Source: an optimization exercise on an open RTL-to-GDS flow (aim: small area and a short achievable clock period). Production flows keep margins and buffers that such runs may drop. Function was checked by simulation only, so behaviour that the tests miss may differ from the original. The clock port is modelled as an ideal driver; clocking choices that lean on that would not hold on a real chip.

Design mmu, start of the top module:
module mmu(
	   clk, resetb, dm_we,
	   im_addr, im_do, dm_addr, dm_di, dm_do,
	   dm_be, is_signed,
	   im_addr_out, im_data,
	   io_addr, io_en, io_we, io_data_read, io_data_write
	   );
   input wire clk, resetb, dm_we;
   input wire [31:0] im_addr, dm_addr, dm_di;
   input wire [3:0]  dm_be;
   input wire 	     is_signed;
   output wire [11:2] im_addr_out;
   input wire [31:0]  im_data, io_data_read;
   output reg [31:0]  io_data_write;
   output wire [31:0] dm_do;
   output reg [31:0]  im_do;
   output reg [7:0]   io_addr;
   output reg 	      io_en, io_we;
   assign im_addr_out[11:2] = im_addr[11:2];
   wire is_dm = (dm_addr[31] == 1'b0) && (dm_addr[30:28] != 3'b0);
   wire is_io = (dm_addr[31:8] == 24'h800000);
   wire [31:0] wdata;
   assign wdata[7:0]   = dm_di[7:0];
   assign wdata[15:8]  = dm_be[0] ? dm_di[15:8]  : dm_di[7:0];
   assign wdata[23:16] = dm_be[0] ? dm_di[23:16] : dm_di[7:0];
   assign wdata[31:24] = dm_be[0] ? dm_di[31:24] : (dm_be[2] ? dm_di[15:8] : dm_di[7:0]);
   wire [7:0] a_hi, a_lo;
   genvar k, l;
   generate
      for (k = 0; k < 8; k = k + 1) begin : g_pre
	 assign a_hi[k] = (dm_addr[7:5] == k);
	 assign a_lo[k] = (dm_addr[4:2] == k);
      end
   endgenerate
   wire [3:0]  lane_wr = {4{dm_we & is_dm}} & dm_be;
   wire [7:0]  a_lo_r  = a_lo & {8{~dm_we}};
   wire [31:0] a_lo_w;                  
   wire [255:0] wen, wen_n;
   wire [63:0] rsel;
   generate
      for (k = 0; k < 8; k = k + 1) begin : g_low
	 assign a_lo_w[4*k +: 4] = {4{a_lo[k]}} & lane_wr;
      end
  ...
export LEC_CHECK = 0
export CAP_MARGIN = 20
export CORE_MARGIN = 2
export CORE_UTILIZATION = 70
export CTS_CLUSTER_DIAMETER = 100
export CTS_CLUSTER_SIZE = 30
export PLACE_DENSITY = 0.8
export SETUP_SLACK_MARGIN = 2.8
export SLEW_MARGIN = 20
export SYNTH_HIERARCHICAL = 1
create_clock -name core_clock -period 6.0 [get_ports {clk}]
standard.sh (not shown) runs the stock make flow with config.mk's settings and CLKGATE_MAP_FILE= SYNTH_SCRIPT=/design/flow/synth_recipe.tcl, a recipe that flattens the netlist after the stock synthesis.
==> flow/flow/run.sh <==
#!/bin/bash
set -euo pipefail
export BUFFER_PORTS_ARGS="-buffer_cell sky130_fd_sc_hd__buf_2"
export PRE_IO_PLACEMENT_TCL="$PWD/flow/io.tcl"
export FASTROUTE_TCL="$PWD/flow/fastroute.tcl"
export POST_CTS_TCL="$PWD/flow/post_cts.tcl"
bash standard.sh > standard_make.log 2>&1
Other scripts of this flow, unchanged in this note and not shown: flow/flow/fastroute.tcl, flow/flow/io.tcl, flow/flow/post_cts.tcl
Then changed:
--- a/flow/design.v
+++ b/flow/design.v
@@ -52,14 +52,19 @@
    output y;
    assign y = (a0 & b0) | (a1 & b1);
 endmodule
 module c_aoi222(a0, b0, a1, b1, a2, b2, y);
    input a0, b0, a1, b1, a2, b2;
    output y;
    assign y = ~((a0 & b0) | (a1 & b1) | (a2 & b2));
+endmodule
+module c_and2(a, b, y);
+   input a, b;
+   output y;
+   assign y = a & b;
 endmodule
 module c_and4(a, b, c, d, y);
    input a, b, c, d;
    output y;
    assign y = a & b & c & d;
 endmodule
 module c_and3(a, b, c, y);
@@ -117,29 +122,34 @@
    genvar k, l;
    generate
       for (k = 0; k < 8; k = k + 1) begin : g_pre
 	 assign a_hi[k] = (dm_addr[7:5] == k);
 	 assign a_lo[k] = (dm_addr[4:2] == k);
       end
    endgenerate
-   wire [3:0]  lane_wr = {4{dm_we & is_dm}} & dm_be;
-   wire [7:0]  a_lo_r  = a_lo & {8{~dm_we}};
-   wire [31:0] a_lo_w;                  
+   wire [3:0]   lane_wr = {4{dm_we & is_dm}} & dm_be;
+   wire 	rd_n = dm_we;
+   wire [31:0]  a_lo_w, a_lo_w_n;        
+   wire [7:0] 	a_lo_r_n;                
    wire [255:0] wen, wen_n;
-   wire [63:0] rsel;
+   wire [63:0]  rsel;
    generate
       for (k = 0; k < 8; k = k + 1) begin : g_low
-	 assign a_lo_w[4*k +: 4] = {4{a_lo[k]}} & lane_wr;
+	 for (l = 0; l < 4; l = l + 1) begin : g_lane
+	    c_nand2 wn (.a(a_lo[k]), .b(lane_wr[l]), .y(a_lo_w_n[4*k+l]));
+	    c_and2  wp (.a(a_lo[k]), .b(lane_wr[l]), .y(a_lo_w[4*k+l]));
+	 end
+	 c_nand2 rn (.a(a_lo[k]), .b(~rd_n), .y(a_lo_r_n[k]));
       end
       for (k = 0; k < 64; k = k + 1) begin : g_word
 	 for (l = 0; l < 4; l = l + 1) begin : g_lane
-	    c_nor2  we_p (.a(~a_hi[k/8]), .b(~a_lo_w[4*(k%8)+l]), .y(wen[4*k+l]));
-	    c_nand2 we_n (.a(a_hi[k/8]), .b(a_lo_w[4*(k%8)+l]), .y(wen_n[4*k+l]));
-	 end
-	 c_nor2 rs (.a(~a_hi[k/8]), .b(~a_lo_r[k%8]), .y(rsel[k]));
+	    c_nor2  we_p (.a(~a_hi[k/8]), .b(a_lo_w_n[4*(k%8)+l]), .y(wen[4*k+l]));
+	    c_nand2 we_n (.a(a_hi[k/8]),  .b(a_lo_w[4*(k%8)+l]),   .y(wen_n[4*k+l]));
+	 end
+	 c_nor2 rs (.a(~a_hi[k/8]), .b(a_lo_r_n[k%8]), .y(rsel[k]));
       end
    endgenerate
    wire [31:0] ram_do;
    BRAM_SSP ram (
 		 .clk(clk), .wen(wen), .wen_n(wen_n), .rsel(rsel), .fwd(dm_we),
 		 .din(wdata), .dout(ram_do)
 		 );
Outcome: Final cell count fell by 0.51%; cell area is about the same; sequential share of layout area fell by 0.11 points; die area is about the same; global-route usage rose by 1.7 points; utilization rose by 0.82 points.

-- afterwards: timing with drivers on the ports --
How much do the figures lean on ideal ports? The routed layouts below were timed once more, with nothing changed but the port constraints. Step 1: set_driving_cell puts a clkbuf_16 on clk and a buf_2 on each other input, an assumption about the parent block. Step 2 times the ports against the registers' clock, not the clock port: input delays grow and output delays shrink by t, the midpoint of the rising clock arrivals with the driver on. a / b / c = no drivers / after step 1 / after step 2; a / b = the first two.
| run | shift t [ns] | setup WS [ns] | worst setup path at the end |
|---|---|---|---|
| the first run | 0.800 | 2.845 / 2.803 / 2.089 | input to register |
| the second run | 0.792 | 2.788 / 2.786 / 1.994 | input to register |
After both steps every run listed still meets setup and hold. The setup slack of the second run, which loses most, moves by -0.002 ns with the drivers and by -0.794 ns with both steps.
